From an optimization exercise on the open Yosys and OpenROAD flow, aimed at small area, a short achievable clock period and few clock cycles per item; shortcuts taken in it are not production practice. In this exercise RTL edits were held to simulation tests only and were not proved equivalent to the original. No activity file was given, so power comes from the tool's default toggle rates. The clock port is modelled as an ideal driver; clocking choices that lean on that would not hold on a real chip.

==> flow/design.v (outline; a module is shown in full before it is edited, if it fits) <==
// module output_fifo: 15 lines
// module power_tree_a: 731 lines
// module power_tree_b: 194 lines
// module output_ctrl: 91 lines
// module fft_computer: 66 lines
module fft_computer(
input        i_clk,
input        i_rst_n,
input        i_data_valid,
input [31:0] i_data,
output       o_data_ready,
output       o_data_valid,
output [31:0]o_data,
input        i_data_ready
);
  // ...
==> flow/flow/run.sh <==
#!/bin/bash
# The standard layout (standard.sh) at the same clock period, with:
# - timing repair aimed at a setup slack of SETUP_SLACK_MARGIN ns instead of 0,
# - port buffers started as buf_2 (repair may resize them),
# - clock tree synthesis without dummy load cells.
set -euo pipefail
CTS="-sink_clustering_enable -repair_clock_nets -sink_clustering_size 32 -sink_clustering_max_diameter 70 -buf_list sky130_fd_sc_hd__clkbuf_16 -dont_use_dummy_load"
bash standard.sh SETUP_SLACK_MARGIN=7.0 "BUFFER_PORTS_ARGS=-buffer_cell sky130_fd_sc_hd__buf_2" "CTS_ARGS=$CTS" finish > make.log 2>&1
==> flow/standard.sh <==
#!/bin/bash
# synth_recipe.tcl (not shown) runs the flow's synth.tcl, then flattens the netlist and writes it again
# the make line also repeats each setting of config.mk as NAME=value (left out here)
make -C /OpenROAD-flow-scripts/flow DESIGN_CONFIG=/design/flow/config.mk WORK_HOME=/design/flow/orfs CLKGATE_MAP_FILE= SYNTH_SCRIPT=/design/flow/synth_recipe.tcl "${@:-finish}"
==> flow/config.mk <==
export PLATFORM = sky130hd
export DESIGN_NAME = fft_computer
export DESIGN_NICKNAME = fft_computer
export VERILOG_FILES = /design/flow/design.v
export SDC_FILE = /design/flow/constraint.sdc
export NUM_CORES = 4
export LEC_CHECK = 0
export CAP_MARGIN = 20
export CORE_MARGIN = 2
export CORE_UTILIZATION = 60
export CTS_BUF_LIST = sky130_fd_sc_hd__clkbuf_16
export CTS_CLUSTER_DIAMETER = 70
export CTS_CLUSTER_SIZE = 32
export SLEW_MARGIN = 20
export SYNTH_MEMORY_MAX_BITS = 65536
==> flow/constraint.sdc <==
create_clock -name core_clock -period 10.0 [get_ports {i_clk}]
set_input_delay 2.0000 -clock core_clock [delete_from_list [all_inputs] [get_ports {i_clk}]]
set_output_delay 2.0000 -clock core_clock [all_outputs]
set_load 0.01 [all_outputs]
==> results.txt, run 1 <==
- Multi-input gates account for around 15% of the area.
- The area of the core is just under 90000 sq um.
- The worst slew margin relative to its limit is approximately half.
- Max-cap violations in this run came to 0.
- The largest registers in the layout are store.sr (2016), m (72).
- In the synthesized netlist the async set-or-reset flop fraction comes to 0%.
- The register share of the cell area is 75.0%.
- The post-synthesis share of cell area spent on xor and xnor gates is under 10%.
- Excluding fillers, the count of instances in the completed layout stands at around 4700.
- Power comes to between 15000 and 20000 uW.
- The cell group occupying the most layout area is registers.
- Tracing the worst setup path back leads to its startpoint at x[15]$_SDFF_PN0_.
- Along the worst path, the maximum fanout reaches 5.
- After clock tree synthesis, the clock-pin slew on the worst setup and hold paths is around 110 ps.
- The clock reaches the later pin of the worst-skew pair after 660 ps.
- The run finished with no timing, DRC or antenna violations.
- The area growth from synthesis to layout is 9.17%.
- The fraction of the mapped netlist area in compound gates is less than 1%.
- The cell area that synthesis handed to floorplanning was approximately 54000 sq um.
- The instance count along the most critical hold path is 0.
- The clock tree from TritonCTS is done.
- The dominant power group in this design is sequential cells.
- Dividing the detail-routed wire length by the instance count gives between 15 and 20 um.
- TritonCTS created 83 clock buffers.
- Setup repair after global routing could not meet its margin everywhere.
- Routability-driven placement finished with a final weighted congestion of roughly 0.82.
- The worst path arrival time is approximately 3700 ps.
- After global routing, the most crowded layer is met2.
- The flip-flop count of the largest register, all copies and words added is roughly 2000.
- The net count of the finished layout is just under 4000.
- The count of final hold-check violations is 0.
- Synthesis produced a netlist whose cell count is between 3000 and 4000.
- Per report_power, the clock group accounts for approximately a quarter of the total.
- The post-route worst setup slack is 6730 ps.
- The largest net degree at the start of global routing is 38.
- store.sr holds more flip-flops than any other register.
- Power attributed to combinational cells is 864 uW.
- Across the routed clock network, the largest skew measured is a little under 90 ps.
- The type of element launching the critical path is a flop.
- The leakage power is between 0.02 and 0.025 uW.
Testbench counts, summed over its fixed seeds: cycles 8,704, items 4,096.
==> inputs of run 2 (changes only) <==
==> flow/flow/run.sh (replaced) <==
#!/bin/bash
# The standard layout (standard.sh) at the same clock period, with:
# - timing repair aimed at a setup slack of SETUP_SLACK_MARGIN ns instead of 0,
# - port buffers started as buf_2 (repair may resize them),
# - clock tree synthesis without dummy load cells.
set -euo pipefail
CTS="-sink_clustering_enable -repair_clock_nets -sink_clustering_size 34 -sink_clustering_max_diameter 70 -buf_list sky130_fd_sc_hd__clkbuf_16 -dont_use_dummy_load"
bash standard.sh SETUP_SLACK_MARGIN=7.0 "BUFFER_PORTS_ARGS=-buffer_cell sky130_fd_sc_hd__buf_2" "CTS_ARGS=$CTS" finish > make.log 2>&1
--- a/flow/config.mk
+++ b/flow/config.mk
@@ -10,6 +10,6 @@
 export CORE_UTILIZATION = 60
 export CTS_BUF_LIST = sky130_fd_sc_hd__clkbuf_16
 export CTS_CLUSTER_DIAMETER = 70
-export CTS_CLUSTER_SIZE = 32
+export CTS_CLUSTER_SIZE = 34
 export SLEW_MARGIN = 20
 export SYNTH_MEMORY_MAX_BITS = 65536
==> run 2 against run 1 <==
Still clean. Sequential power about the same. Clock skew down 5.4 ps. Non-clock buffer count up 16. Clock power down 2%. Utilization up 0.17 points. Routed wire length about the same. Global-route usage up 0.088 points. Combinational power up 2.4%. Total power down 0.29%. Largest cell class unchanged. Largest power group unchanged. Highest routed layer unchanged.
==> results.txt, run 2 <==
- Among all flip-flop cells after synthesis, the most frequent one is sky130_fd_sc_hd__dfxtp_1.
- The largest registers in the layout are store.sr (2016), m (72).
- The class of the worst hold path is flop to flop.
- The final antenna-violating net count is 0.
- The cell internal power dissipation is roughly 13000 uW.
- Averaged over all synthesized cells, the footprint is around 16 sq um.
- The site row count is about 110.
- The number of antenna violations at the first check in global routing is 7.
- The area added between synthesis and finish is 9.46%.
- The largest register by flop count is store.sr.
- The post-synthesis cell type with the largest combined area is sky130_fd_sc_hd__dfxtp_1.
- 70 I/O pins were placed.
- The kind of end point of the critical path is a flop.
- The flow ran to the end and the layout has no timing, DRC or antenna violations.
- The number of clock buffers inserted by TritonCTS came to 79 (-4.8%).
- The family with the most delay on the worst path is adder cells.
- The most frequent cell after synthesis is sky130_fd_sc_hd__dfxtp_1.
- The number of buffers inserted by hold repair at cts is 0.
- The simple-gate portion of the synthesized area is just under 4%.
- The number of buffer and inverter stages on the critical path is 5.
- The utilization of the core after routing is roughly 66%.
- In this run the power spent charging and discharging nets is 3390 uW.
- For this configuration, the core starts out at a cell density of 60.7%.
- The number of nets in the synthesized netlist is between 3000 and 4000.
- In the routed layout, each cell is associated on average with a via count of between 4 and 5.
- The critical path goes through buf_12 > buf_8 > nand2_4 > fa_1 > inv_1 > fa_1 > inv_2 > fa_2 > fa_1 > inv_1 > fa_2.
- The number of slew-limit violations in the final report was 0.
- Of the post-synthesis cell area, the part taken by muxes is 0%.
- The total overflow left after global routing is 0.
- The area share of fa/ha/maj cells after synthesis is between 10% and 20%.
- In the layout the commonest cells are sky130_fd_sc_hd__dfxtp_1, sky130_fd_sc_hd__inv_1, sky130_fd_sc_hd__fa_1, sky130_fd_sc_hd__nand2_1, sky130_fd_sc_hd__and2_1.
- The worst path arrival time is 3820 ps (+100 ps).
- The post-route worst setup slack was 6740 ps (+13.5 ps).
- The number of failing setup endpoints in the final timing report is 0.
- The clock share of power is 23.0% (-0.4 points).
- The number of synthesized flops with an enable pin is 32.
- The number of global-route vias before repair is 22700.
- The cell area after synthesis was 53900 sq um (unchanged).
- Adding up every negative setup slack in the final design gives 0 ps.
- The required time of the critical path is around 11000 ps.
- The worst slew margin relative to its limit was 43.5% (-6.1 points).
- The count of vias placed by the detailed router is 21400.
- The floorplan step defined a die boundary enclosing approximately 92000 sq um.
- The fraction of registers with async set/reset is 0% (unchanged).
- Leaving out fill and tap cells, the most frequent cell in the layout is sky130_fd_sc_hd__dfxtp_1.
- The highest clock rate is between 300 and 400 MHz.
- Global routing consumed, over all layers together, between 10% and 20% of the routing resources.
- The first global-routing pass estimated approximately 130 mm of wire.
- The count of maximum capacitance violations is 0 (unchanged).
- The y dimension of the die is approximately 300 um.
- The synthesis-stage register bit count is ~2200.
- TritonCTS built the clock tree.
- OpenSTA, run right after detailed placement, puts the worst setup slack at around 6200 ps.
- The routed wire length per instance was 16.7 um (-0.28%).
- Clock tree synthesis found a total of between 2000 and 2500 sinks.
- The tree is rooted in a sky130_fd_sc_hd__clkbuf_16.
- The filler-free cell count of the finished design is 4728 (+0.34%).
- The type of element launching the critical path is a flop.
- Of the cells placed in the final design, the portion with a size suffix greater than 1 is a little under an eighth.
- The later-pin clock latency in the skew report is 690 ps (+30 ps).
- The type of the worst setup path is flop to flop.
- By area, the combinational part of the netlist is dominated by adder cells.
- For the finished layout, the period the worst path requires is approximately 3300 ps.
- Combinational logic burns ~5.5% of the power.
- Yosys attributes the largest share of cell area to sky130_fd_sc_hd__dfxtp_1, sky130_fd_sc_hd__fa_1, sky130_fd_sc_hd__ha_1.
- In this run the power density over the cells is roughly 270 nW/um^2.
- On the worst path, the slowest cell contributes a delay of between 500 and 600 ps.
- The worst voltage drop across the vdd grid is roughly 0.27 mV.
- The count of nets after finishing is 3897 (+0.31%).
- The share of total power dissipated in sequential elements is a little under three quarters.
- The count of unique library cells instantiated by Yosys is about 50.
- The post-synthesis share of cell area spent on xor and xnor gates is 1.20% (unchanged).
- By instance count, the cell type seen most on the critical path is sky130_fd_sc_hd__fa_1.
- Once placement completed, the tool counted placed cells totaling between 4000 and 5000.
- The maximum clock skew at final layout is 83.6 ps (-5.38 ps).
- The slowest cell on the critical path is sky130_fd_sc_hd__fa_1.
- The number of synthesis warnings is 3.
- The flip-flop count of the largest register, all copies and words added is 2016 (unchanged).
- The final layout contains routed wiring with a total length of between 70 and 80 mm.
- The area of the core is 88800 sq um (unchanged).
- The routability congestion estimate from global placement is 0.815 (unchanged).
- The wire-length estimate of the detail-placed layout is 47.0 mm.
- The worst-margin pin slew is 827 ps.
- The area share of the largest cell type after synthesis is 79.9%.
- The switching portion of total power is about a fifth.
- The synthesized netlist cell count is 3363 (unchanged).
- In this run the number of H-tree levels came out at 3.
- The DRC violation count after routing is 0.
- The largest driver fanout on the critical path is 6 (+1).
- The post-CTS clock slew at the launch and capture registers of the worst setup and hold paths was 110 ps (about the same).
- The worst hold margin is around 280 ps.
- Of the available clock period, the critical path in the final layout requires about a third.
- The leakage power is 0.0247 uW (+0.16%).
- In this run the deepest clock path goes through 3 buffers.
- The largest net degree at the start of global routing came to 38 (unchanged).
- Setup repair after global routing could not meet its margin everywhere.
- After synthesis, the most frequently instantiated cells are sky130_fd_sc_hd__dfxtp_1, sky130_fd_sc_hd__inv_1, sky130_fd_sc_hd__fa_1, sky130_fd_sc_hd__nand2_1, sky130_fd_sc_hd__and2_1.
- The count of final hold-check violations is 0 (unchanged).
- The initial detailed-routing violation count is roughly 1100.
- Of the synthesized area, sequential elements account for about 82%.
- The horizontal extent of the die is 304 um.
- The detailed-routing iteration count for the pre-antenna-repair pass is 5.
- The fraction of the mapped netlist area in compound gates is 0.986% (unchanged).
- The count of buffers added on input and output ports is between 60 and 70.
[run 2: layout make-up]
class / count / area (sq um)
Timing Repair Buffer: 167 / 1380
Inverter: 252 / 958
Antenna cell: 5 / 12.5
Sequential cell: 2184 / 44100
Clock buffer: 79 / 1980
Multi-Input combinational cell: 876 / 9110
Fill cell: 6089 / 29800
Tap cell: 1165 / 1460
[run 2: repair_timing]
item                                    4_1_cts  5_1_grt
setup buffers                                87        7
resized for setup                           133       55
endpoints found under the setup margin       97       76
pin swaps                                    43       38
[run 2: path summary, 6_finish.rpt]
path	start	to	slack [ps]	cells past startpoint
setup / recovery	x[15]$_SDFF_PN0_	m[38]$_DFF_P_	6740	11
hold / removal	store.sr[684]$_DFF_P_	store.sr[716]$_DFF_P_	280	0
setup reg to reg	x[15]$_SDFF_PN0_	m[38]$_DFF_P_	6740	11
hold reg to reg	store.sr[684]$_DFF_P_	store.sr[716]$_DFF_P_	280	0
[run 2: through the flow]
stage	power, uW	instance area (sq um)
after global placement	12500	55700
after detailed placement	12500	55700
after floorplan	12000	54400
after global routing	17000	59000
after CTS	16400	58800
final	16200	59000
[run 2: cell families after synthesis]
group / after synthesis
buffers and inverters: 303
XOR/XNOR: 74
flip-flops: 2184
AND/OR/NAND/NOR: 416
adder cells (fa/ha/maj): 301
AO/OA/AOI/OAI: 85
[run 2: worst register-to-register path, cell delays in order (launching register included)]
cell and delay [ps]:
sky130_fd_sc_hd__dfxtp_4 370, sky130_fd_sc_hd__buf_12 130, sky130_fd_sc_hd__buf_8 110, sky130_fd_sc_hd__nand2_4 50
sky130_fd_sc_hd__fa_1 540, sky130_fd_sc_hd__inv_1 50, sky130_fd_sc_hd__fa_1 490, sky130_fd_sc_hd__inv_2 50
sky130_fd_sc_hd__fa_2 370, sky130_fd_sc_hd__fa_1 490, sky130_fd_sc_hd__inv_1 50, sky130_fd_sc_hd__fa_2 510
[run 2: layer usage]
metal	GRT usage (%)	wire (um)	vias up	part of all wire, %
met3	3.65	3740	121	4.7
met5	0	26	-	0.033
met2	26.4	33500	315	42
met1	26.4	39700	10500	50
met4	4.93	1930	4	2.4
li1	-	-	10500	-
[run 2: power groups by stage]
| stage | clock [uW] | combinational, uW | sequential (uW) |
|---|---|---|---|
| final | 3720 | 885 | 11600 |
| after global routing | 4130 | 1010 | 11800 |
| after CTS | 3850 | 874 | 11600 |
| after detailed placement | 0 | 745 | 11800 |
| after global placement | 0 | 751 | 11700 |
| after floorplan | 0 | 544 | 11500 |
==> inputs of run 3 (changes only) <==
--- a/flow/config.mk
+++ b/flow/config.mk
@@ -7,7 +7,7 @@
 export LEC_CHECK = 0
 export CAP_MARGIN = 20
 export CORE_MARGIN = 2
-export CORE_UTILIZATION = 60
+export CORE_UTILIZATION = 62
 export CTS_BUF_LIST = sky130_fd_sc_hd__clkbuf_16
 export CTS_CLUSTER_DIAMETER = 70
 export CTS_CLUSTER_SIZE = 34
==> run 3 against run 2 <==
Still clean on timing, DRC and antenna. Largest power group unchanged. Total power grew 0.44%. Sequential share of layout area is essentially flat. Global-route usage grew 1.2 points. Register-to-register slack gained 20 ps. Critical endpoint is now o_data[15]. Die area shrank 3.2%. Clock skew grew 33 ps. Highest routed layer unchanged. Routed wire length grew 3.7%. Synthesized cell count is the same. Utilization grew 1.8 points.
==> results.txt, run 3 <==
- The run finished with no timing, DRC or antenna violations.
- The minimum clock period after layout is 3290 ps (+29.4 ps).
- The horizontal extent of the die is 299 um (-1.6%).
- The fill cell total of the finished layout is 5718 (-6.1%).
- The overall routed net length was 81.8 mm (+3.7%).
- The largest registers in the layout are store.sr (2016), m (72).
- The most common cell after layout, fill and taps aside is sky130_fd_sc_hd__dfxtp_1.
- The total power density per cell area is 275 nW/um^2 (+0.37%).
- The endpoint of the lowest-slack register-to-register path is m[50]$_DFF_P_.
- The fraction of layout instances using a drive strength above 1 is 11.9% (+0.071 points).
- The number of buffers inserted by hold repair at cts is 0 (unchanged).
- Counting flops per register, the top entry is store.sr.
- The effective utilization at floorplan is 62.3% (+1.6 points).
- The slowest cell on the critical path is sky130_fd_sc_hd__edfxtp_1.
- Yosys attributes the largest share of cell area to sky130_fd_sc_hd__dfxtp_1, sky130_fd_sc_hd__fa_1, sky130_fd_sc_hd__ha_1.
- The routability congestion estimate from global placement is 0.799 (-1.9%).
- The biggest area contributor in the post-synthesis netlist is sky130_fd_sc_hd__dfxtp_1.
- The maximum root-to-sink buffer count is 3 (unchanged).
- The largest net degree at the start of global routing is 38 (unchanged).
- The y dimension of the die is 299 um (-1.6%).
- The number of global-route vias before repair is 22900 (+0.89%).
- The worst voltage drop across the vdd grid came to 0.292 mV (+8.3%).
- The worst reg-to-reg path cell count is 10 (-1).
- The area share of the largest cell type after synthesis is 79.9% (unchanged).
- The area added between synthesis and finish is 9.54% (about the same).
- The post-detailed-placement half-perimeter wirelength is 47.6 mm (+1.2%).
- The largest stage delay on the critical path is 440 ps (-100 ps).
- The highest clock rate is 304 MHz (-0.90%).
- The post-CTS clock slew at the launch and capture registers of the worst setup and hold paths is 120 ps (about the same).
- The total routing resource utilization after global routing came to 18.9% (+1.2 points).
- The count of nets after finishing was 3901 (+0.10%).
- The synthesized netlist cell count was 3363 (unchanged).
- The synthesis-stage register bit count is 2184 (unchanged).
- In the synthesized netlist, the cells that appear most often are sky130_fd_sc_hd__dfxtp_1, sky130_fd_sc_hd__inv_1, sky130_fd_sc_hd__fa_1, sky130_fd_sc_hd__nand2_1, sky130_fd_sc_hd__and2_1.
- The family with the most delay on the worst path is flip-flops.
- The worst setup slack for register-to-register paths is 6760 ps (+20 ps).
- The start point of the worst min-delay path is store.sr[1455]$_DFF_P_.
- The most common cell in the synthesized netlist is sky130_fd_sc_hd__dfxtp_1.
- The later-pin clock latency in the skew report came to 680 ps (about the same).
- The worst-margin pin slew came to 833 ps (+5.94 ps).
- The instance count along the most critical hold path was 0 (unchanged).
- The number of antenna violations at the first check in global routing is 5 (-2).
- STA classifies the critical path endpoint as a primary output.
- The number of synthesis warnings is 3 (unchanged).
- The DRC violation count after routing is 0 (unchanged).
- The worst setup path is of the flop to primary output kind.
- The fraction of registers with async set/reset was 0% (unchanged).
- The required time of the critical path is 8000 ps (-2560 ps).
- The count of unique library cells instantiated by Yosys is 51 (unchanged).
- The count of final hold-check violations is 0 (unchanged).
- The worst hold endpoint is store.sr[1487]$_DFF_P_.
- The routed wire length per instance is 17.3 um (+3.8%).
- The final antenna-violating net count is 0 (unchanged).
- Walking the worst path, the cells encountered are buf_2.
- The number of sinks on the clock net is 2184 (unchanged).
- The wire length of the first global-routing pass was 130 mm (+2.2%).
- The switching portion of total power is 21.3% (+0.29 points).
- The mean post-synth cell area is 16.0 sq um (unchanged).
- STA classifies the critical path startpoint as a flop.
- The power spent charging and discharging nets came to 3460 uW (+1.8%).
- The area of the core came to 86500 sq um (-2.6%).
- The number of H-tree levels is 3 (unchanged).
- The net count after synthesis came to 3700 (unchanged).
- The sequential share of power is 71.4% (about the same).
- The worst path arrival time was 1290 ps (-2530 ps).
- TritonCTS built the clock tree.
- The largest driver fanout on the critical path is 1 (-5).
- The detailed-routing iteration count for the pre-antenna-repair pass is 7 (+2).
- The worst flop-to-flop path startpoint is x[14]$_SDFF_PN0_.
- The cell area after synthesis is 53900 sq um (unchanged).
- For this run, the leading register cell type out of synthesis is sky130_fd_sc_hd__dfxtp_1.
- The number of top-level pins is 70 (unchanged).
- The clock share of power is 22.8% (-0.2 points).
- The count of vias placed by the detailed router is 21400 (-0.21%).
- The site row count was 108 (-0.92%).
- The number of clock buffers inserted by TritonCTS is 78 (-1.3%).
- The combinational group share of total power is 5.8% (+0.3 points).
- The number of buffer and inverter stages on the critical path is 1 (-4).
- The initial detailed-routing violation count is 1101 (-2.8%).
- The number of synthesized flops with an enable pin was 32 (unchanged).
- The count of maximum capacitance violations is 0 (unchanged).
- Setup repair after global routing could not meet its margin everywhere.
- The overall overflow remaining after global route is 0 (unchanged).
- The fraction of the cycle the final worst path needs was 32.9% (+0.29 points).
- The cell internal power dissipation was 12800 uW (about the same).
- The leakage power was 0.0248 uW (+0.18%).
- The path class of the tightest hold or removal check is flop to flop.
- The worst setup path startpoint is out_r[15]$_DFFE_PP_.
- The number of failing setup endpoints in the final timing report is 0 (unchanged).
- The flip-flop count of the largest register, all copies and words added is 2016 (unchanged).
- The buffer type at the clock tree root is sky130_fd_sc_hd__clkbuf_16.
- The portion of the post-synthesis area used by sequential elements is 81.7% (unchanged).
- The area of the die is 89300 sq um (-3.2%).
- The total negative slack for setup checks is 0 ps (unchanged).
- The maximum clock skew at final layout was 117 ps (+33.3 ps).
- The top cell types in the final layout, fill and taps aside, are sky130_fd_sc_hd__dfxtp_1, sky130_fd_sc_hd__inv_1, sky130_fd_sc_hd__fa_1, sky130_fd_sc_hd__nand2_1, sky130_fd_sc_hd__and2_1.
- The overall power of the completed layout is 16300 uW (+0.44%).
- The ratio of routed vias to standard cells is 4.53 (about the same).
- The number of slew-limit violations in the final report was 0 (unchanged).
- The worst slew margin relative to its limit was 43.1% (-0.41 points).
- The number of port buffers is 69 (unchanged).
## run 3: how the worst max path moves through the flow
stage | endpoint | slack [ps] | cells after the start
floorplan | m[38]$_DFF_P_ | 6820 | 11
global placement | ctrl.rcnt[2]$_SDFFE_PN0P_ | 6210 | 8
detailed placement | ctrl.rcnt[2]$_SDFFE_PN0P_ | 6170 | 8
CTS | o_data[9] | 6640 | 1
global route | o_data[9] | 6630 | 1
finish | o_data[15] | 6710 | 1
## run 3: cell families after synthesis
group                    count (synthesis)  synth area share (%)
flip-flops                            2184                  81.7
AND/OR/NAND/NOR                        416                  3.92
buffers and inverters                  303                  2.12
adder cells (fa/ha/maj)                301                  10.1
AO/OA/AOI/OAI                           85                 0.986
XOR/XNOR                                74                  1.20
## run 3: cell type report
class,count,area (sq um),area share [%]
diodes,3,7.51,0.0127
clock buffers,78,1950,3.30
inverters,252,958,1.62
multi-input cells,876,9130,15.5
flip-flops and latches,2184,44100,74.7
well taps,1155,1450,2.45
repair buffers,172,1430,2.42
## run 3: power by group through the flow
stage	sequential [uW]	clock (uW)	combinational, uW
2_1_floorplan	11500	0	544
3_3_place_gp	11700	0	758
3_5_place_dp	11800	0	763
4_1_cts	11700	3820	905
5_1_grt	11800	4100	1060
6_report	11600	3710	935
## run 3: what timing repair did
action | in CTS | in global routing
setup buffers | 85 | 13
gates resized for setup | 120 | 64
cloned | 1 | 0
pin swaps | 41 | 41
endpoints found under the setup margin | 91 | 75
## run 3: metal layers
metal / vias to the layer above / share of wire [%] / routed length, um / GRT usage, %
met5: - / 0.044 / 36 / 0
met4: 6 / 1.8 / 1450 / 4.50
met3: 116 / 5.3 / 4370 / 3.95
met2: 348 / 44 / 35700 / 28.9
met1: 10400 / 49 / 40200 / 27.9
li1: 10500 / - / - / -
## run 3: stage by stage
stage	area, sq um	utilization, %	hold WS, ps	setup WS [ps]	instances
4_1_cts	58800	68.0	275	6640	4704
3_3_place_gp	55700	64.4	310	6210	4540
3_5_place_dp	55700	64.4	312	6170	4540
5_1_grt	59100	68.3	279	6630	4719
6_report	59100	68.3	274	6710	4720
2_1_floorplan	54400	-	310	6820	3363
==> inputs of run 4 (changes only) <==
--- a/flow/flow/run.sh
+++ b/flow/flow/run.sh
@@ -5,4 +5,4 @@
 # - clock tree synthesis without dummy load cells.
 set -euo pipefail
 CTS="-sink_clustering_enable -repair_clock_nets -sink_clustering_size 34 -sink_clustering_max_diameter 70 -buf_list sky130_fd_sc_hd__clkbuf_16 -dont_use_dummy_load"
-bash standard.sh SETUP_SLACK_MARGIN=7.0 "BUFFER_PORTS_ARGS=-buffer_cell sky130_fd_sc_hd__buf_2" "CTS_ARGS=$CTS" finish > make.log 2>&1
+bash standard.sh SETUP_SLACK_MARGIN=7.1 "BUFFER_PORTS_ARGS=-buffer_cell sky130_fd_sc_hd__buf_2" "CTS_ARGS=$CTS" finish > make.log 2>&1
--- a/flow/config.mk
+++ b/flow/config.mk
@@ -7,7 +7,7 @@
 export LEC_CHECK = 0
 export CAP_MARGIN = 20
 export CORE_MARGIN = 2
-export CORE_UTILIZATION = 62
+export CORE_UTILIZATION = 60
 export CTS_BUF_LIST = sky130_fd_sc_hd__clkbuf_16
 export CTS_CLUSTER_DIAMETER = 70
 export CTS_CLUSTER_SIZE = 34
==> run 4 against run 3 <==
Critical path type is now flop to flop. Still clean. Flip-flop and latch count unchanged. Sequential power about the same. Via count increased by 1.1%. First-iteration DRC count increased by 4.5%. Count of clock-buffer cells in the layout increased by 2. Utilization decreased by 0.79 points. Synthesized cell count unchanged. Clock power about the same.
==> results.txt, run 4 <==
- Setup repair after global routing could not meet its margin everywhere.
- The post-layout instance area came to 59900 sq um (+1.5%).
- The utilization of the core after routing is 67.5% (-0.79 points).
- The area of the die is 92300 sq um (+3.3%).
- The fill cell total of the finished layout came to 6006 (+5.0%).
- The effective utilization at floorplan is 60.7% (-1.6 points).
- The type of the worst setup path is flop to flop.
- The ratio of routed vias to standard cells came to 4.53 (about the same).
- The global routing usage on met2 is 27.4% (-1.5 points).
- The post-CTS clock slew at the launch and capture registers of the worst setup and hold paths came to 120 ps (about the same).
- The later-pin clock latency in the skew report came to 670 ps (about the same).
- The number of port buffers is 69 (unchanged).
- The portion of the post-synthesis area used by sequential elements is 81.7% (unchanged).
- The number of antenna violations at the first check in global routing is 4 (-1).
- The number of synthesized flops with an enable pin came to 32 (unchanged).
- The worst setup path is launched from a flop.
- The horizontal extent of the die is 304 um (+1.6%).
- The detailed-routing iteration count for the pre-antenna-repair pass is 6 (-1).
- The y dimension of the die is 304 um (+1.6%).
- The fraction of layout instances using a drive strength above 1 was 14.6% (+2.7 points).
- The largest net degree at the start of global routing was 35 (-7.9%).
- The most frequent cell after synthesis is sky130_fd_sc_hd__dfxtp_1.
- The count of unique library cells instantiated by Yosys is 51 (unchanged).
- The count of final hold-check violations is 0 (unchanged).
- The count of maximum capacitance violations came to 0 (unchanged).
- The number of failing setup endpoints in the final timing report came to 0 (unchanged).
- The leakage power came to 0.0252 uW (+1.6%).
- The overall overflow remaining after global route is 0 (unchanged).
- The maximum root-to-sink buffer count is 3 (unchanged).
- The most heavily used metal layer in global routing is met2.
- The fraction of met1 tracks used by global routing is 27.0% (-0.95 points).
- The largest driver fanout on the critical path is 4 (+3).
- The total placed instance area is 55700 sq um (about the same).
- The count of vias placed by the detailed router is 21600 (+1.1%).
- The highest clock rate is 302 MHz (-0.75%).
- The number of H-tree levels is 3 (unchanged).
- The fraction of registers with async set/reset is 0% (unchanged).
- The final antenna-violating net count came to 0 (unchanged).
- The number of top-level pins was 70 (unchanged).
- The most common cell after layout, fill and taps aside is sky130_fd_sc_hd__dfxtp_1.
- The flow ran to the end and the layout has no timing, DRC or antenna violations.
- TritonCTS built the clock tree.
- The total routing resource utilization after global routing is 18.3% (-0.55 points).
- The routed wire length per instance came to 17.2 um (-0.74%).
- The largest registers in the layout are store.sr (2016), m (72).
- The area share of the largest cell type after synthesis is 79.9% (unchanged).
- The flip-flop count of the largest register, all copies and words added is 2016 (unchanged).
- The routability congestion estimate from global placement came to 0.836 (+4.5%).
- The fraction of the cycle the final worst path needs is 33.1% (+0.25 points).
- For this run, the leading register cell type out of synthesis is sky130_fd_sc_hd__dfxtp_1.
- The kind of end point of the critical path is a flop.
- The post-detailed-placement half-perimeter wirelength is 46.8 mm (-1.7%).
- The total power density per cell area is 272 nW/um^2 (-1.2%).
- Sorting the synthesized cells by area gives the leading types as sky130_fd_sc_hd__dfxtp_1, sky130_fd_sc_hd__fa_1, sky130_fd_sc_hd__ha_1.
- The area of the core came to 88800 sq um (+2.7%).
- Of all cell types, the one taking the most synthesized area is sky130_fd_sc_hd__dfxtp_1.
- The site row count is 109 (+0.93%).
- The post-route worst setup slack is 6690 ps (-24.8 ps).
- The number of slew-limit violations in the final report is 0 (unchanged).
- In the layout the commonest cells are sky130_fd_sc_hd__dfxtp_1, sky130_fd_sc_hd__inv_1, sky130_fd_sc_hd__fa_1, sky130_fd_sc_hd__nand2_1, sky130_fd_sc_hd__and2_1.
- The synthesized netlist cell count is 3363 (unchanged).
- The global-route met3 utilization is 4.39% (+0.44 points).
- The count of nets after finishing is 3942 (+1.1%).
- The number of global-route vias before repair is 22800 (-0.29%).
- The number of synthesis warnings is 3 (unchanged).
- The maximum clock skew at final layout came to 81.5 ps (-35.3 ps).
- The worst slew margin relative to its limit is 62.2% (+19 points).
- The number of clock buffers inserted by TritonCTS came to 80 (+2.6%).
- The mean post-synth cell area was 16.0 sq um (unchanged).
- The minimum clock period after layout is 3310 ps (+24.8 ps).
- The overall routed net length is 82.0 mm (+0.29%).
- The class of the worst hold path is flop to flop.
- The synthesis-stage register bit count is 2184 (unchanged).
- The cell area after synthesis came to 53900 sq um (unchanged).
- The net count after synthesis is 3700 (unchanged).
- The worst voltage drop across the vdd grid is 0.233 mV (-20%).
- The cell sitting at the root of the clock tree is a sky130_fd_sc_hd__clkbuf_16.
- The DRC violation count after routing came to 0 (unchanged).
- The worst path arrival time is 3830 ps (+2540 ps).
- The total negative slack for setup checks came to 0 ps (unchanged).
- The largest register by flop count is store.sr.
- The number of buffers inserted by hold repair at cts is 0 (unchanged).
- The required time of the critical path is 10520 ps (+2520 ps).
- The wire length of the first global-routing pass is 130 mm (+0.29%).
- The area added between synthesis and finish is 11.1%.
- The initial detailed-routing violation count is 1150 (+4.5%).
- The worst setup timing slack at the placement stage is 6130 ps (-46.9 ps).
- The number of sinks on the clock net is 2184 (unchanged).
- Ranked by instance count, the synthesized netlist is headed by sky130_fd_sc_hd__dfxtp_1, sky130_fd_sc_hd__inv_1, sky130_fd_sc_hd__fa_1, sky130_fd_sc_hd__nand2_1, sky130_fd_sc_hd__and2_1.
- The worst-margin pin slew came to 553 ps (-280 ps).
==> run 4: cell counts after synthesis <==
Identical to the previous run, type by type.
==> run 4: what timing repair did <==
| item | 4_1_cts | 5_1_grt |
|---|---|---|
| gates cloned | 3 | 1 |
| endpoints found under the hold margin | 0 | 0 |
| pin swaps | 75 | 55 |
| gates resized for setup | 205 | 91 |
| endpoints found under the setup margin | 133 | 87 |
| buffers inserted | 120 | 15 |
==> run 4: metal layers <==
metal | share of wire [%] | wire, um | up-vias
li1 | - | - | 10600
met3 | 6.3 | 5170 | 111
met5 | 0 | 0 | -
met2 | 43 | 35100 | 374
met1 | 48 | 39700 | 10500
met4 | 2.5 | 2040 | 0
==> run 4: path summary, 6_finish.rpt <==
path                                             start                endpoint  slack [ps]  cells after the start
worst min register to register  store.sr[1278]$_DFF_P_  store.sr[1310]$_DFF_P_         270                      0
worst min-delay path            store.sr[1278]$_DFF_P_  store.sr[1310]$_DFF_P_         270                      0
worst max-delay path                   x[1]$_SDFF_PN0_           m[59]$_DFF_P_        6690                     11
worst max register to register         x[1]$_SDFF_PN0_           m[59]$_DFF_P_        6690                     11
==> run 4: metrics by stage <==
| stage | cells | hold WS [ps] | power [uW] |
|---|---|---|---|
| 3_3_place_gp | 4549 | 310 | 12500 |
| 5_1_grt | 4768 | 269 | 17100 |
| 4_1_cts | 4752 | 271 | 16500 |
| 2_1_floorplan | 3363 | 310 | 12000 |
| 6_report | 4769 | 268 | 16300 |
| 3_5_place_dp | 4549 | 312 | 12600 |
==> run 4: logic make-up (layout without fill, tap and decap cells) <==
family          after synthesis  in the layout  share of synthesized area [%]
other cells                   0              1                              0
xor+xnor                     74             74                           1.20
simple gates                416            416                           3.92
buf+inv                     303            543                           2.12
flops                      2184           2184                           81.7
compound gates               85             85                          0.986
fa+ha+maj                   301            301                           10.1
==> run 4: final cells by class <==
class	instances	area (sq um)	area share (%)
clock buffer	80	2000	3.34
tap	1165	1460	2.43
timing repair buffer	210	2080	3.48
timing repair inverter	1	8.76	0.0146
inverter	252	962	1.61
antenna	1	2.50	0.00418
sequential	2184	44100	73.6
multi-input combinational	876	9280	15.5
==> run 4: critical path, stage by stage (launching register included) <==
cell                      delay (ps)
sky130_fd_sc_hd__dfxtp_4         380
sky130_fd_sc_hd__buf_6           130
sky130_fd_sc_hd__and2_4          130
sky130_fd_sc_hd__fa_1            530
sky130_fd_sc_hd__inv_1            60
sky130_fd_sc_hd__fa_1            520
sky130_fd_sc_hd__inv_2            40
sky130_fd_sc_hd__fa_2            520
sky130_fd_sc_hd__inv_2            50
sky130_fd_sc_hd__fa_2            330
sky130_fd_sc_hd__inv_2            60
sky130_fd_sc_hd__fa_2            420
==> run 4: report_power, final <==
| group | internal (uW) | switching [uW] | leakage, uW |
|---|---|---|---|
| Clock | 1450 | 2280 | 0.000986 |
| Sequential | 11000 | 594 | 0.0181 |
| Combinational | 456 | 555 | 0.00610 |
| Total | 12900 | 3430 | 0.0252 |
==> inputs of run 5 (changes only) <==
==> flow/flow/run.sh (replaced) <==
#!/bin/bash
# The standard layout (standard.sh) at the same clock period, with:
# - timing repair aimed at a setup slack of SETUP_SLACK_MARGIN ns instead of 0,
# - port buffers started as buf_2 (repair may resize them),
# - clock tree synthesis without dummy load cells.
set -euo pipefail
CTS="-sink_clustering_enable -repair_clock_nets -sink_clustering_size 34 -sink_clustering_max_diameter 70 -buf_list sky130_fd_sc_hd__clkbuf_16 -dont_use_dummy_load -balance_levels"
bash standard.sh SETUP_SLACK_MARGIN=7.0 "BUFFER_PORTS_ARGS=-buffer_cell sky130_fd_sc_hd__buf_2" "CTS_ARGS=$CTS" finish > make.log 2>&1
--- a/flow/config.mk
+++ b/flow/config.mk
@@ -7,7 +7,7 @@
 export LEC_CHECK = 0
 export CAP_MARGIN = 20
 export CORE_MARGIN = 2
-export CORE_UTILIZATION = 60
+export CORE_UTILIZATION = 62
 export CTS_BUF_LIST = sky130_fd_sc_hd__clkbuf_16
 export CTS_CLUSTER_DIAMETER = 70
 export CTS_CLUSTER_SIZE = 34
==> run 5 against run 4 <==
Non-clock buffer count down 38. Final cell count down 1.0%. Routed wire length down 0.29%. Highest routed layer is now met5. Still clean on timing, DRC and antenna. Largest power group unchanged. Sequential power about the same. Critical endpoint is now o_data[15].
==> results.txt, run 5 <==
- The run finished with no timing, DRC or antenna violations.
- The min-delay analysis places its worst path in the category flop to flop.
- Sorting the synthesized cells by area gives the leading types as sky130_fd_sc_hd__dfxtp_1, sky130_fd_sc_hd__fa_1, sky130_fd_sc_hd__ha_1.
- The ratio of routed vias to standard cells is 4.53 (about the same).
- The number of sinks on the clock net is 2184 (unchanged).
- The highest clock rate is 304 MHz (+0.76%).
- The endpoint identified for the worst register-to-register timing path is m[50]$_DFF_P_.
- The initial detailed-routing violation count is 1101 (-4.3%).
- The clock share of power was 22.8% (about the same).
- The post-CTS clock slew at the launch and capture registers of the worst setup and hold paths is 120 ps (about the same).
- The fraction of the mapped netlist area in compound gates is 0.986% (unchanged).
- The count of vias placed by the detailed router is 21400 (-1.1%).
- The depth of the critical timing path with buffers and inverters included was 1 (-10).
- The largest registers in the layout are store.sr (2016), m (72).
- The largest net degree at the start of global routing came to 38 (+8.6%).
- The number of H-tree levels is 3 (unchanged).
- The overall overflow remaining after global route came to 0 (unchanged).
- The fraction of layout instances using a drive strength above 1 came to 11.9% (-2.7 points).
- The synthesized netlist cell count is 3363 (unchanged).
- The routed wire length per instance is 17.3 um (+0.74%).
- The y dimension of the die is 299 um (-1.6%).
- The portion of the post-synthesis area used by sequential elements is 81.7% (unchanged).
- The worst flop-to-flop path startpoint is x[14]$_SDFF_PN0_.
- The worst-margin pin slew is 833 ps (+280 ps).
- The cell area after synthesis came to 53900 sq um (unchanged).
- The worst voltage drop across the vdd grid is 0.292 mV (+25%).
- The routability congestion estimate from global placement is 0.799 (-4.3%).
- Relative to the synthesized area, the layout overhead comes to 9.54%.
- The simple-gate portion of the synthesized area is 3.92% (unchanged).
- The largest driver fanout on the critical path came to 1 (-3).
- The mux share of post-synthesis cell area came to 0% (unchanged).
- By area, the combinational part of the netlist is dominated by adder cells.
- The net count after synthesis is 3700 (unchanged).
- The timing endpoint of the critical path is o_data[15].
- The maximum root-to-sink buffer count was 3 (unchanged).
- The worst setup slack for register-to-register paths is 6760 ps (+70 ps).
- The minimum clock period after layout is 3290 ps (-24.8 ps).
- The number of buffer and inverter stages on the critical path is 1 (-4).
- The synthesis-stage register bit count came to 2184 (unchanged).
- The worst setup path startpoint is out_r[15]$_DFFE_PP_.
- The largest register by flop count is store.sr.
- The power spent charging and discharging nets is 3460 uW (+0.75%).
- The number of port buffers was 69 (unchanged).
- The maximum clock skew at final layout was 117 ps (+35.3 ps).
- The cell internal power dissipation was 12800 uW (-0.49%).
- The number of global-route vias before repair is 22900 (+0.29%).
- The sequential share of power is 71.4% (+0.5 points).
- The total placed instance area is 55700 sq um (about the same).
- The detailed-routing iteration count for the pre-antenna-repair pass came to 7 (+1).
- The count of unique library cells instantiated by Yosys is 51 (unchanged).
- The number of top-level pins is 70 (unchanged).
- Among cell families on the critical path, the largest total delay comes from flip-flops.
- The combinational group share of total power came to 5.8% (-0.4 points).
- The count of final hold-check violations is 0 (unchanged).
- The number of synthesized flops with an enable pin is 32 (unchanged).
- Ranked by instance count, the synthesized netlist is headed by sky130_fd_sc_hd__dfxtp_1, sky130_fd_sc_hd__inv_1, sky130_fd_sc_hd__fa_1, sky130_fd_sc_hd__nand2_1, sky130_fd_sc_hd__and2_1.
- The area share of the largest cell type after synthesis is 79.9% (unchanged).
- The overall routed net length is 81.8 mm (-0.29%).
- The later-pin clock latency in the skew report was 680 ps (about the same).
- The worst slew margin relative to its limit is 43.1% (-19 points).
- The leakage power was 0.0248 uW (-1.6%).
- The horizontal extent of the die is 299 um (-1.6%).
- The flip-flop count of the largest register, all copies and words added is 2016 (unchanged).
- The worst setup path is of the flop to primary output kind.
- The area of the die is 89300 sq um (-3.2%).
- Leaving out fill and tap cells, the most frequent cell in the layout is sky130_fd_sc_hd__dfxtp_1.
- TritonCTS built the clock tree.
- The site row count is 108 (-0.92%).
- The area share of fa/ha/maj cells after synthesis was 10.1% (unchanged).
- The post-synthesis share of cell area spent on xor and xnor gates is 1.20% (unchanged).
- The type of element launching the critical path is a flop.
- The post-layout instance area is 59100 sq um (-1.4%).
- The worst path arrival time is 1290 ps (-2540 ps).
- The effective utilization at floorplan came to 62.3% (+1.6 points).
- Setup repair after global routing could not meet its margin everywhere.
- The dominant register cell in the synthesized netlist is sky130_fd_sc_hd__dfxtp_1.
- The post-synthesis cell type with the largest combined area is sky130_fd_sc_hd__dfxtp_1.
- The number of clock buffers inserted by TritonCTS is 78 (-2.5%).
- The worst reg-to-reg path cell count is 10 (-1).
- The count of maximum capacitance violations is 0 (unchanged).
- The signal on the critical path passes through buf_2.
- The number of synthesis warnings is 3 (unchanged).
- The wire length of the first global-routing pass was 130 mm (-0.29%).
- The final antenna-violating net count is 0 (unchanged).
- The most frequent cell after synthesis is sky130_fd_sc_hd__dfxtp_1.
- The post-detailed-placement half-perimeter wirelength is 47.6 mm (+1.8%).
- The fraction of registers with async set/reset came to 0% (unchanged).
- The worst setup path is captured at a primary output.
- The tree is rooted in a sky130_fd_sc_hd__clkbuf_16.
- The total negative slack for setup checks is 0 ps (unchanged).
- The slowest cell on the critical path is sky130_fd_sc_hd__edfxtp_1.
- The number of failing setup endpoints in the final timing report was 0 (unchanged).
- The fraction of the cycle the final worst path needs was 32.9% (-0.25 points).
- The mean post-synth cell area is 16.0 sq um (unchanged).
- The switching portion of total power is 21.3% (+0.21 points).
- Leaving out fill and tap cells, the most frequent cells in the layout are sky130_fd_sc_hd__dfxtp_1, sky130_fd_sc_hd__inv_1, sky130_fd_sc_hd__fa_1, sky130_fd_sc_hd__nand2_1, sky130_fd_sc_hd__and2_1.
- The area of the core is 86500 sq um (-2.6%).
- The total power density per cell area was 275 nW/um^2 (+1.2%).
- The total routing resource utilization after global routing was 18.9% (+0.55 points).
- The count of nets after finishing came to 3901 (-1.0%).
- The number of buffers inserted by hold repair at cts is 0 (unchanged).
- The number of slew-limit violations in the final report is 0 (unchanged).
- The largest stage delay on the critical path is 440 ps (-90 ps).
- The number of antenna violations at the first check in global routing was 5 (+1).
- The required time of the critical path was 8000 ps (-2520 ps).
- The DRC violation count after routing came to 0 (unchanged).
[run 5: cell types whose count changed in the layout (fill, tap and decap cells not counted), moves of 11 or more]
| cell | before | now |
|---|---|---|
| sky130_fd_sc_hd__inv_2 | 50 | 34 |
| sky130_fd_sc_hd__buf_6 | 41 | 25 |
| sky130_fd_sc_hd__buf_8 | 15 | 4 |
| sky130_fd_sc_hd__and2_4 | 34 | 21 |
| sky130_fd_sc_hd__buf_12 | 27 | 12 |
| sky130_fd_sc_hd__and2_1 | 118 | 131 |
| sky130_fd_sc_hd__fa_1 | 162 | 179 |
| sky130_fd_sc_hd__inv_1 | 199 | 216 |
| sky130_fd_sc_hd__fa_2 | 61 | 44 |
| sky130_fd_sc_hd__nand2_1 | 130 | 141 |
[run 5: worst min-delay path by stage]
stage | start | endpoint | slack, ps | cells past startpoint
finish | store.sr[1455]$_DFF_P_ | store.sr[1487]$_DFF_P_ | 270 | 0
global route | store.sr[1760]$_DFF_P_ | store.sr[1792]$_DFF_P_ | 280 | 0
CTS | store.sr[1455]$_DFF_P_ | store.sr[1487]$_DFF_P_ | 280 | 0
detailed placement | store.sr[1388]$_DFF_P_ | store.sr[1420]$_DFF_P_ | 310 | 0
global placement | store.sr[1605]$_DFF_P_ | store.sr[1637]$_DFF_P_ | 310 | 0
floorplan | store.sr[968]$_DFF_P_ | store.sr[1000]$_DFF_P_ | 310 | 0
[run 5: through the flow]
| stage | util (%) | std cells | total power, uW | hold slack, ps | worst slack, ps |
|---|---|---|---|---|---|
| global placement | 64.4 | 4540 | 12500 | 310 | 6210 |
| floorplan | - | 3363 | 12000 | 310 | 6820 |
| detailed placement | 64.4 | 4540 | 12500 | 312 | 6170 |
| CTS | 68.0 | 4704 | 16400 | 275 | 6640 |
| finish | 68.3 | 4720 | 16300 | 274 | 6710 |
| global route | 68.3 | 4719 | 17000 | 279 | 6630 |
[run 5: what timing repair did]
item	in CTS	in global routing
setup buffers	85	13
endpoints found under the setup margin	91	75
resized for setup	120	64
pin swaps	41	41
gates cloned	1	0
[run 5: area by class of cell]
class                      instances  area (sq um)
inverter                         252           958
tap                             1155          1450
fill                            5718         27400
antenna                            3          7.51
timing repair buffer             172          1430
clock buffer                      78          1950
sequential                      2184         44100
multi-input combinational        876          9130
[run 5: cell families after synthesis]
logic type,Yosys count
adder cells (fa/ha/maj),301
XOR/XNOR,74
buffers and inverters,303
flip-flops,2184
AND/OR/NAND/NOR,416
AO/OA/AOI/OAI,85
[run 5: routing by layer]
metal	up-vias	share of wire (%)	wire, um	track usage [%]
li1	10500	-	-	-
met1	10400	49	40200	27.9
met2	348	44	35700	28.9
met3	116	5.3	4370	3.95
met4	6	1.8	1450	4.50
met5	-	0.044	36	0
[run 5: power by group through the flow]
| stage | sequential, uW | combinational [uW] | clock (uW) |
|---|---|---|---|
| detailed placement | 11800 | 763 | 0 |
| global placement | 11700 | 758 | 0 |
| CTS | 11700 | 905 | 3820 |
| floorplan | 11500 | 544 | 0 |
| global route | 11800 | 1060 | 4100 |
| finish | 11600 | 935 | 3710 |
==> inputs of run 6 (changes only) <==
==> flow/flow/run.sh (replaced) <==
#!/bin/bash
# The standard layout (standard.sh) at the same clock period, with:
# - timing repair aimed at a setup slack of SETUP_SLACK_MARGIN ns instead of 0,
# - port buffers started as buf_2 (repair may resize them),
# - clock tree synthesis without dummy load cells.
set -euo pipefail
CTS="-sink_clustering_enable -repair_clock_nets -sink_clustering_size 40 -sink_clustering_max_diameter 50 -buf_list sky130_fd_sc_hd__clkbuf_16 -dont_use_dummy_load"
bash standard.sh SETUP_SLACK_MARGIN=7.0 "BUFFER_PORTS_ARGS=-buffer_cell sky130_fd_sc_hd__buf_2" "CTS_ARGS=$CTS" finish > make.log 2>&1
--- a/flow/config.mk
+++ b/flow/config.mk
@@ -9,7 +9,7 @@
 export CORE_MARGIN = 2
 export CORE_UTILIZATION = 62
 export CTS_BUF_LIST = sky130_fd_sc_hd__clkbuf_16
-export CTS_CLUSTER_DIAMETER = 70
-export CTS_CLUSTER_SIZE = 34
+export CTS_CLUSTER_DIAMETER = 50
+export CTS_CLUSTER_SIZE = 40
 export SLEW_MARGIN = 20
 export SYNTH_MEMORY_MAX_BITS = 65536
==> run 6 against run 5 <==
Global-route usage grew 0.78 points. Die area unchanged. Non-clock buffer count grew 3. Largest cell class unchanged. Highest routed layer unchanged.
==> results.txt, run 6 <==
- The run finished with no timing, DRC or antenna violations.
- The portion of the post-synthesis area used by sequential elements is 81.7% (unchanged).
- The number of synthesis warnings came to 3 (unchanged).
- The total power density per cell area is 285 nW/um^2 (+3.4%).
- The filler-free cell count of the finished design is 4762 (+0.89%).
- The count of final hold-check violations is 0 (unchanged).
- TritonCTS built the clock tree.
- The fraction of layout instances using a drive strength above 1 is 13.2% (+1.3 points).
- The area of the core is 86500 sq um (unchanged).
- The highest clock rate was 303 MHz (-0.50%).
- The critical path is of the flop to primary output type.
- The initial detailed-routing violation count came to 984 (-11%).
- The worst path arrival time is 1300 ps (about the same).
- The number of failing setup endpoints in the final timing report is 0 (unchanged).
- The count of maximum capacitance violations was 0 (unchanged).
- The required time of the critical path was 8000 ps (about the same).
- By area the synthesized netlist is led by sky130_fd_sc_hd__dfxtp_1, sky130_fd_sc_hd__fa_1, sky130_fd_sc_hd__ha_1.
- The worst voltage drop across the vdd grid came to 0.239 mV (-18%).
- The largest stage delay on the critical path is 430 ps (about the same).
- The count of unique library cells instantiated by Yosys was 51 (unchanged).
- The worst slew margin relative to its limit was 43.7% (+0.65 points).
- The fraction of the cycle the final worst path needs is 33.0% (+0.17 points).
- The DRC violation count after routing is 0 (unchanged).
- The post-route worst setup slack is 6700 ps (-16.6 ps).
- Of all cell types, the one taking the most synthesized area is sky130_fd_sc_hd__dfxtp_1.
- The type of element launching the critical path is a flop.
- Setup repair after global routing could not meet its margin everywhere.
- The largest register by flop count is store.sr.
- The top cell types in the final layout, fill and taps aside, are sky130_fd_sc_hd__dfxtp_1, sky130_fd_sc_hd__inv_1, sky130_fd_sc_hd__fa_1, sky130_fd_sc_hd__nand2_1, sky130_fd_sc_hd__and2_1.
- The family with the most delay on the worst path is flip-flops.
- The kind of end point of the critical path is a primary output.
- The number of top-level pins is 70 (unchanged).
- The buffer type at the clock tree root is sky130_fd_sc_hd__clkbuf_16.
- The count of vias placed by the detailed router is 21700 (+1.5%).
- The synthesis-stage register bit count is 2184 (unchanged).
- The number of sinks on the clock net came to 2184 (unchanged).
- The number of synthesized flops with an enable pin came to 32 (unchanged).
- The post-detailed-placement half-perimeter wirelength is 47.6 mm (unchanged).
- The number of clock buffers inserted by TritonCTS is 117 (+50%).
- The number of antenna violations at the first check in global routing is 8 (+3).
- The post-CTS clock slew at the launch and capture registers of the worst setup and hold paths is 110 ps (about the same).
- The number of global-route vias before repair is 23700 (+3.6%).
- The register area came to 44100 sq um (about the same).
- The overall overflow remaining after global route is 0 (unchanged).
- The area share of the largest cell type after synthesis is 79.9% (unchanged).
- The most frequent cell after synthesis is sky130_fd_sc_hd__dfxtp_1.
- Among all stages on the critical path, the largest delay is contributed by sky130_fd_sc_hd__edfxtp_1.
- The largest driver fanout on the critical path is 1 (unchanged).
- The maximum clock skew at final layout is 131 ps (+14.5 ps).
- The fraction of registers with async set/reset is 0% (unchanged).
- The number of H-tree levels came to 3 (unchanged).
- The number of port buffers is 69 (unchanged).
- The overall routed net length is 84.7 mm (+3.5%).
- The ratio of routed vias to standard cells came to 4.56 (+0.60%).
- The worst-margin pin slew is 823 ps (-9.48 ps).
- The flip-flop count of the largest register, all copies and words added is 2016 (unchanged).
- The combined area of the multi-input logic cells was 9140 sq um (about the same).
- The maximum root-to-sink buffer count is 3 (unchanged).
- The count of nets after finishing is 3943 (+1.1%).
- The detailed-routing iteration count for the pre-antenna-repair pass is 5 (-2).
- The later-pin clock latency in the skew report is 750 ps (+70 ps).
- The area added between synthesis and finish is 11.4%.
- The site row count was 108 (unchanged).
- The total negative slack for setup checks is 0 ps (unchanged).
- The class of the worst hold path is flop to flop.
- The area of the die is 89300 sq um (unchanged).
- The horizontal extent of the die is 299 um (unchanged).
- The minimum clock period after layout came to 3300 ps (+16.6 ps).
- The y dimension of the die is 299 um (unchanged).
- The total routing resource utilization after global routing is 19.7% (+0.78 points).
- The fill cell total of the finished layout is 5545 (-3.0%).
- Leaving out fill and tap cells, the most frequent cell in the layout is sky130_fd_sc_hd__dfxtp_1.
- The overall power of the completed layout was 17100 uW (+5.2%).
- The dominant register cell in the synthesized netlist is sky130_fd_sc_hd__dfxtp_1.
- The net count after synthesis was 3700 (unchanged).
- The routed wire length per instance is 17.8 um (+2.6%).
- Ranked by instance count, the synthesized netlist is headed by sky130_fd_sc_hd__dfxtp_1, sky130_fd_sc_hd__inv_1, sky130_fd_sc_hd__fa_1, sky130_fd_sc_hd__nand2_1, sky130_fd_sc_hd__and2_1.
- The wire length of the first global-routing pass is 134 mm (+3.8%).
- The final antenna-violating net count is 0 (unchanged).
- The leakage power came to 0.0253 uW (+2.0%).
- The number of cells in the design after placement is 4540 (unchanged).
- The cell area after synthesis was 53900 sq um (unchanged).
- The number of buffers inserted by hold repair at cts is 0 (unchanged).
- The worst setup timing slack at the placement stage is 6170 ps (unchanged).
- The synthesized netlist cell count came to 3363 (unchanged).
- The routability congestion estimate from global placement is 0.799 (unchanged).
- Traced cell by cell, the critical path runs through buf_2.
- The mean post-synth cell area is 16.0 sq um (unchanged).
- The largest registers in the layout are store.sr (2016), m (72).
- The effective utilization at floorplan is 62.3% (unchanged).
- The number of slew-limit violations in the final report is 0 (unchanged).
- The number of buffer and inverter stages on the critical path is 1 (unchanged).
- The largest net degree at the start of global routing is 39 (+2.6%).
-- run 6: cell types whose count changed in the layout (fill, tap and decap cells not counted), sizes merged --
cell    previous run  this run
buf              170       173
clkbuf            79       118
-- run 6: repair_timing --
item                       CTS  global route
buffers inserted            83            18
hold endpoints to repair     0             0
pin swaps                   39            39
gates cloned                 1             0
setup endpoints to repair   88            76
resized for setup          135            59
-- run 6: power by group --
group          leakage (uW)  switching, uW  total [uW]  internal, uW
Combinational       0.00573            517         941           425
Sequential           0.0181            669       11600         11000
Clock               0.00144           2460        4530          2060
-- run 6: kinds of logic after synthesis --
group | count (synthesis) | synth area share [%]
adder cells (fa/ha/maj) | 301 | 10.1
XOR/XNOR | 74 | 1.20
AND/OR/NAND/NOR | 416 | 3.92
AO/OA/AOI/OAI | 85 | 0.986
buffers and inverters | 303 | 2.12
flip-flops | 2184 | 81.7
-- run 6: metrics by stage --
| step | hold slack, ps | cell area (sq um) | util, % |
|---|---|---|---|
| floorplan | 310 | 54400 | - |
| global placement | 310 | 55700 | 64.4 |
| detailed placement | 312 | 55700 | 64.4 |
| CTS | 289 | 59800 | 69.1 |
| global route | 291 | 60100 | 69.5 |
| finish | 287 | 60100 | 69.5 |
-- run 6: worst reg2reg max path, stage by stage, from the launching register on --
cell                      delay (ps)
sky130_fd_sc_hd__dfxtp_4         360
sky130_fd_sc_hd__buf_6           120
sky130_fd_sc_hd__buf_6           120
sky130_fd_sc_hd__buf_6           120
sky130_fd_sc_hd__and2_4          150
sky130_fd_sc_hd__fa_2            540
sky130_fd_sc_hd__fa_1            440
sky130_fd_sc_hd__fa_2            350
sky130_fd_sc_hd__inv_2            60
sky130_fd_sc_hd__fa_1            390
sky130_fd_sc_hd__inv_1            80
sky130_fd_sc_hd__fa_2            420
-- run 6: final cells by class --
cell class / count / share of cell area, %
Antenna cell: 3 / 0.0125
Multi-Input combinational cell: 876 / 15.2
Clock buffer: 117 / 4.87
Tap cell: 1155 / 2.41
Sequential cell: 2184 / 73.5
Timing Repair Buffer: 175 / 2.43
Inverter: 252 / 1.60
-- run 6: worst paths after layout --
| path | startpoint | to | slack (ps) | cells after the start |
|---|---|---|---|---|
| max | out_r[15]$_DFFE_PP_ | o_data[15] | 6700 | 1 |
| min | store.sr[88]$_DFF_P_ | store.sr[120]$_DFF_P_ | 290 | 0 |
| max reg2reg | x[15]$_SDFF_PN0_ | m[36]$_DFF_P_ | 6710 | 11 |
| min reg2reg | store.sr[88]$_DFF_P_ | store.sr[120]$_DFF_P_ | 290 | 0 |
-- run 6: layer usage --
metal	wire length [um]	vias to the layer above	GRT usage (%)
met2	38000	374	30.6
met1	40600	10600	28.2
li1	-	10600	-
met3	4350	149	4.44
met4	1790	4	5.00
met5	18	-	0

[separate check: timing with driven ports]
The results above use ideal ports. As a check the final layouts listed here were re-extracted and re-timed, cells and wires unchanged.
Step 1 assumes that a clkbuf_16 drives the clock port and a buf_2 every other input.
Step 2 adds t to the input delays and takes it off the output delays; t is the mean of the earliest and latest rising clock arrival at the registers after step 1. Input paths then give back, and output paths get back, about the clock's delay inside the block.
Three values: ideal, step 1, step 2; two values: the first two.
| run | t (ns) | setup WS [ns] | latest minus earliest clock arrival (ns) |
|---|---|---|---|
| run 1 | 0.691 | 6.729 / 6.708 / 6.447 | 0.114 / 0.114 |
| run 2 | 0.707 | 6.743 / 6.716 / 6.465 | 0.106 / 0.105 |
| run 3 | 0.697 | 6.713 / 6.646 / 6.464 | 0.126 / 0.126 |
| run 4 | 0.699 | 6.689 / 6.646 / 6.440 | 0.102 / 0.102 |
| run 5 | 0.697 | 6.713 / 6.646 / 6.464 | 0.126 / 0.126 |
| run 6 | 0.751 | 6.697 / 6.629 / 6.428 | 0.154 / 0.154 |
After both steps every run listed still meets setup and hold. The setup slack of run 1, which loses most, moves by -0.021 ns with the drivers and by -0.282 ns with both steps.
